What follows belongs to an exercise in optimizing a design on an open flow for small area, a short achievable clock period and few clock cycles; a production flow would make more cautious choices. In this exercise RTL edits were held to simulation tests only and were not proved equivalent to the original. No activity file was given, so power comes from the tool's default toggle rates.

== oak ==
==> module sw, before the edit <==
module sw(i0, i1, i2, i3, o0, o1, o2, o3, clk, rst);
  input clk, rst;
  input [9:0] i0, i1, i2, i3;
  output [9:0] o0, o1, o2, o3;
  wire [9:0] in [0:3];
  assign in[0] = i0; assign in[1] = i1; assign in[2] = i2; assign in[3] = i3;
  wire [8:0] f [0:3];      
  wire [3:0] av;           
  wire [3:0] rq [0:3];     
  wire [3:0] hd;           
  wire [3:0] pop;
  reg  [3:0] busy;         
  reg  [3:0] own [0:3];    
  reg  [9:0] ob [0:3];     
  wire [3:0] req [0:3];    
  wire [3:0] gnt [0:3];
  wire [3:0] sel [0:3];    
  wire [3:0] gin;          
  genvar i, j;
  generate
    for (i = 0; i < 4; i = i + 1) begin : g_in
      fifo q(.clk(clk), .rst(rst), .din({in[i][9], in[i][7:0]}),
             .dval(in[i][9] | in[i][8]), .pop(pop[i]), .h(f[i]), .hv(av[i]), .hd(hd[i]), .req(rq[i]));
      assign gin[i] = gnt[0][i] | gnt[1][i] | gnt[2][i] | gnt[3][i];
      assign pop[i] = (~hd[i] & av[i]) | gin[i];
    end
    for (j = 0; j < 4; j = j + 1) begin : g_out
      for (i = 0; i < 4; i = i + 1) begin : g_r
        assign req[j][i] = rq[i][j];
        assign sel[j][i] = busy[j] ? (own[j][i] & av[i]) : gnt[j][i];
      end
      arb a(.clk(clk), .rst(rst), .req(req[j]), .busy(busy[j]), .gnt(gnt[j]));
    end
  endgenerate
  function [9:0] pick;
    input [3:0] s;
    input [8:0] f0, f1, f2, f3;
    input [3:0] h;
    begin
      pick = ({10{s[0]}} & {f0[8], ~h[0], f0[7:0]}) |
             ({10{s[1]}} & {f1[8], ~h[1], f1[7:0]}) |
             ({10{s[2]}} & {f2[8], ~h[2], f2[7:0]}) |
             ({10{s[3]}} & {f3[8], ~h[3], f3[7:0]});
    end
  endfunction
  wire [3:0] tl = av & {f[3][8], f[2][8], f[1][8], f[0][8]};
  integer k, n;
  always @(posedge clk) begin
    for (k = 0; k < 4; k = k + 1)
      ob[k] <= pick(sel[k], f[0], f[1], f[2], f[3], hd);
    if (rst) begin
      busy <= 4'b0000;
      for (k = 0; k < 4; k = k + 1) begin
        ob[k][9:8] <= 2'b00;
      end
    end else begin
      for (k = 0; k < 4; k = k + 1) begin
        busy[k] <= busy[k] ? ~|(own[k] & tl) : |req[k];
        if (!busy[k]) own[k] <= gnt[k];
      end
    end
  end
  assign o0 = ob[0];
  assign o1 = ob[1];
  assign o2 = ob[2];
  assign o3 = ob[3];
endmodule
==> module fifo, before the edit <==
module fifo(clk, rst, din, dval, pop, h, hv, hd, req);
  input clk, rst, dval, pop;
  input [8:0] din;
  output reg [8:0] h;    
  output reg hv;         
  output reg [3:0] req;  
  reg [15*9-1:0] mem;    
  reg [3:0] rp, wp;      
  output reg hd;         
  reg empty, full;       
  function [3:0] dec;
    input [1:0] d;
    dec = {d == 2'd3, d == 2'd2, d == 2'd1, d == 2'd0};
  endfunction
  wire [8:0] rd = mem[9*rp +: 9];
  wire [3:0] rpn, wpn;           
  inc15 ir(.p(rp), .n(rpn));
  inc15 iw(.p(wp), .n(wpn));
  wire e_rd = (rpn == wp);       
  wire f_wr = (wpn == rp);       
  wire take = ~hv | pop;         
  wire fromm = take & ~empty;    
  wire byp = take & empty & dval;  
  wire wr = dval & ~byp;         
  wire [3:0] rq_rd = dec(rd[1:0]);
  wire [3:0] rq_in = dval ? dec(din[1:0]) : 4'b0000;
  wire tl = ~hd & h[8];          
  integer k;
  always @(posedge clk) begin
    for (k = 0; k < 15; k = k + 1)
      if (!full && wp == k) mem[9*k +: 9] <= din;
    if (take) h <= empty ? din : rd;
    if (rst) begin
      rp <= 4'd0;
      wp <= 4'd0;
      empty <= 1'b1;
      full <= 1'b0;
      hv <= 1'b0;
      hd <= 1'b1;
      req <= 4'b0000;
    end else begin
      if (wr) wp <= wpn;
      if (fromm) rp <= rpn;
      empty <= fromm ? (wr ? empty : e_rd) : (wr ? 1'b0 : empty);
      full <= wr ? (fromm ? full : f_wr) : (fromm ? 1'b0 : full);
      hv <= ~take | ~empty | dval;
      if (pop) hd <= tl;
      if (pop) req <= tl ? (empty ? rq_in : rq_rd) : 4'b0000;
      else if (!hv) req <= hd ? rq_in : 4'b0000;
    end
  end
endmodule
==> module arb, before the edit <==
module arb(clk, rst, req, busy, gnt);
  input clk, rst, busy;
  input [3:0] req;
  output [3:0] gnt;
  reg [5:0] p;           
  wire [3:0] w [0:3];
  assign w[0] = {p[2], p[1], p[0], 1'b0};
  assign w[1] = {p[4], p[3], 1'b0, ~p[0]};
  assign w[2] = {p[5], 1'b0, ~p[3], ~p[1]};
  assign w[3] = {1'b0, ~p[5], ~p[4], ~p[2]};
  genvar i;
  generate
    for (i = 0; i < 4; i = i + 1) begin : g
      assign gnt[i] = req[i] & ~busy &
                      ~(req[(i+1)%4] & w[(i+1)%4][i]) &
                      ~(req[(i+2)%4] & w[(i+2)%4][i]) &
                      ~(req[(i+3)%4] & w[(i+3)%4][i]);
    end
  endgenerate
  always @(posedge clk) begin
    if (rst)
      p <= 6'b111111;    
    else if (~busy & |req)    
      p <= ({6{gnt[0]}} & 6'b111000) |    
           ({6{gnt[1]}} & 6'b100001) |    
           ({6{gnt[2]}} & 6'b001011) |    
           ({6{gnt[3]}} & 6'b111111);     
  end
endmodule
==> flow/config.mk <==
export PLATFORM = sky130hd
export DESIGN_NAME = sw
export DESIGN_NICKNAME = sw
export VERILOG_FILES = /design/flow/design.v
export SDC_FILE = /design/flow/constraint.sdc
export NUM_CORES = 4
export LEC_CHECK = 0
export ABC_AREA = 1
export CAP_MARGIN = 20
export CORE_MARGIN = 2
export CORE_UTILIZATION = 65
export CTS_CLUSTER_DIAMETER = 80
export CTS_CLUSTER_SIZE = 24
export PLACE_DENSITY = 0.85
export SETUP_SLACK_MARGIN = 3.8
export SLEW_MARGIN = 20
==> flow/constraint.sdc <==
create_clock -name core_clock -period 6.0 [get_ports {clk}]
set_input_delay 1.2000 -clock core_clock [delete_from_list [all_inputs] [get_ports {clk}]]
set_output_delay 1.2000 -clock core_clock [all_outputs]
set_load 0.01 [all_outputs]
standard.sh (not shown) runs the stock make flow with config.mk's settings and CLKGATE_MAP_FILE= SYNTH_SCRIPT=/design/flow/synth_recipe.tcl, a recipe that flattens the netlist after the stock synthesis.
==> flow/flow/run.sh <==
#!/bin/bash
# Standard ORFS layout, with plain buffers (buf_4) on the ports instead of the
# delay-cell buffers buffer_ports picks by default, and sizing not held to
# the cell footprint.
set -euo pipefail
export BUFFER_PORTS_ARGS="-buffer_cell sky130_fd_sc_hd__buf_4"
bash standard.sh MATCH_CELL_FOOTPRINT=0 finish > orfs_make.log 2>&1
Testbench counts of oak, summed over its fixed seeds: cycles 2,639.
## Diff of input files: maple against oak
==> flow/design.v, changed modules only <==
module sw(i0, i1, i2, i3, o0, o1, o2, o3, clk, rst);
  input clk, rst;
  input [9:0] i0, i1, i2, i3;
  output [9:0] o0, o1, o2, o3;
  wire [9:0] in [0:3];
  assign in[0] = i0; assign in[1] = i1; assign in[2] = i2; assign in[3] = i3;
  wire [8:0] f [0:3];      
  wire [3:0] av;           
  wire [3:0] rq [0:3];     
  wire [3:0] hd;           
  wire [3:0] pop;
  reg  [3:0] busy;         
  wire [3:0] own [0:3];    
  reg  [9:0] ob [0:3];     
  wire [3:0] req [0:3];    
  wire [3:0] gnt [0:3];
  wire [3:0] sel [0:3];    
  wire [3:0] gin;          
  genvar i, j;
  generate
    for (i = 0; i < 4; i = i + 1) begin : g_in
      fifo q(.clk(clk), .rst(rst), .din({in[i][9], in[i][7:0]}),
             .dval(in[i][9] | in[i][8]), .pop(pop[i]), .h(f[i]), .hv(av[i]), .hd(hd[i]), .req(rq[i]));
      assign gin[i] = gnt[0][i] | gnt[1][i] | gnt[2][i] | gnt[3][i];
      assign pop[i] = (~hd[i] & av[i]) | gin[i];
    end
    for (j = 0; j < 4; j = j + 1) begin : g_out
      for (i = 0; i < 4; i = i + 1) begin : g_r
        assign req[j][i] = rq[i][j] & hd[i];
        assign own[j][i] = rq[i][j] & ~hd[i];
        assign sel[j][i] = busy[j] ? (own[j][i] & av[i]) : gnt[j][i];
      end
      arb a(.clk(clk), .rst(rst), .req(req[j]), .busy(busy[j]), .gnt(gnt[j]));
    end
  endgenerate
  function [9:0] pick;
    input [3:0] s;
    input [8:0] f0, f1, f2, f3;
    input [3:0] h;
    begin
      pick = ({10{s[0]}} & {f0[8], ~h[0], f0[7:0]}) |
             ({10{s[1]}} & {f1[8], ~h[1], f1[7:0]}) |
             ({10{s[2]}} & {f2[8], ~h[2], f2[7:0]}) |
             ({10{s[3]}} & {f3[8], ~h[3], f3[7:0]});
    end
  endfunction
  wire [3:0] tl = av & {f[3][8], f[2][8], f[1][8], f[0][8]};
  integer k, n;
  always @(posedge clk) begin
    for (k = 0; k < 4; k = k + 1)
      ob[k] <= pick(sel[k], f[0], f[1], f[2], f[3], hd);
    if (rst) begin
      busy <= 4'b0000;
      for (k = 0; k < 4; k = k + 1) begin
        ob[k][9:8] <= 2'b00;
      end
    end else begin
      for (k = 0; k < 4; k = k + 1) begin
        busy[k] <= busy[k] ? ~|(own[k] & tl) : |req[k];
      end
    end
  end
  assign o0 = ob[0];
  assign o1 = ob[1];
  assign o2 = ob[2];
  assign o3 = ob[3];
endmodule
module fifo(clk, rst, din, dval, pop, h, hv, hd, req);
  input clk, rst, dval, pop;
  input [8:0] din;
  output reg [8:0] h;    
  output reg hv;         
  output reg [3:0] req;  
  reg [15*9-1:0] mem;    
  reg [3:0] rp, wp;      
  output reg hd;         
  reg empty;             
  function [3:0] dec;
    input [1:0] d;
    dec = {d == 2'd3, d == 2'd2, d == 2'd1, d == 2'd0};
  endfunction
  wire [8:0] rd = mem[9*rp +: 9];
  wire [3:0] rpn, wpn;           
  inc15 ir(.p(rp), .n(rpn));
  inc15 iw(.p(wp), .n(wpn));
  wire e_rd = (rpn == wp);       
  wire take = ~hv | pop;         
  wire fromm = take & ~empty;    
  wire wr = dval;                
  wire [3:0] rq_rd = dec(rd[1:0]);
  wire tl = ~hd & h[8];          
  integer k;
  always @(posedge clk) begin
    for (k = 0; k < 15; k = k + 1)
      if (dval && wp == k) mem[9*k +: 9] <= din;
    if (take) h <= rd;
    if (rst) begin
      rp <= 4'd0;
      wp <= 4'd0;
      empty <= 1'b1;
      hv <= 1'b0;
      hd <= 1'b1;
      req <= 4'b0000;
    end else begin
      if (wr) wp <= wpn;
      if (fromm) rp <= rpn;
      empty <= fromm ? (wr ? empty : e_rd) : (wr ? 1'b0 : empty);
      hv <= ~take | ~empty;
      if (pop) hd <= tl;
      if (pop) begin
        if (tl) req <= empty ? 4'b0000 : rq_rd;
      end else if (!hv && hd) req <= empty ? 4'b0000 : rq_rd;
    end
  end
endmodule
module arb(clk, rst, req, busy, gnt);
  input clk, rst, busy;
  input [3:0] req;
  output [3:0] gnt;
  reg [1:0] ptr;
  wire [3:0] pri = 4'b0001 << ptr;
  genvar i;
  generate
    for (i = 0; i < 4; i = i + 1) begin : g
      assign gnt[i] = req[i] & ~busy & (pri[i] |
                        (pri[(i+3)%4] & ~req[(i+3)%4]) |
                        (pri[(i+2)%4] & ~req[(i+2)%4] & ~req[(i+3)%4]) |
                        (pri[(i+1)%4] & ~req[(i+1)%4] & ~req[(i+2)%4] & ~req[(i+3)%4]));
    end
  endgenerate
  always @(posedge clk) begin
    if (rst)
      ptr <= 2'd0;
    else if (~busy & |req)    
      ptr <= {gnt[1] | gnt[2], gnt[0] | gnt[2]};    
  end
endmodule
==> comparison <==
Number of global-route vias before repair, maple vs oak: down by more than 10%
Across both runs, synthesized net count was lower for maple than for oak.
Between maple and oak, it is maple whose part of the power in combinational logic is lower, by 8.2 points.
[compare] base=oak new=maple: share of the clock period used by the worst path after layout up 2.3 points; highest attainable clock frequency down 5.9%; clock period minus final worst setup slack up 0.14 ns.
Testbench counts of maple, summed over its fixed seeds: cycles 2,647.

[port drivers added, routing unchanged]
In the flow no input, the clock included, has a driving cell. The finished layouts below were timed again as built, in two steps.
Step 1 sets driving cells, clkbuf_16 on the clock port and buf_2 on the other inputs (assumed; they add their load-dependent delay and slew).
Step 2 also shifts input and output timing later by t, the mid clock arrival at the registers, as if the neighbouring blocks saw the same clock.
a / b / c = no drivers / after step 1 / after step 2; a / b = the first two.
run	t, ns	setup WS [ns]	worst hold slack (ns)	worst setup path after step 2
oak	0.641	3.770 / 3.711 / 3.317	0.486 / 0.486 / 0.486	input to register
maple	0.623	3.630 / 3.648 / 3.025	0.444 / 0.444 / 0.444	input to register
After both steps every run listed still meets setup and hold. The setup slack of maple, which loses most, moves by +0.018 ns with the drivers and by -0.605 ns with both steps.
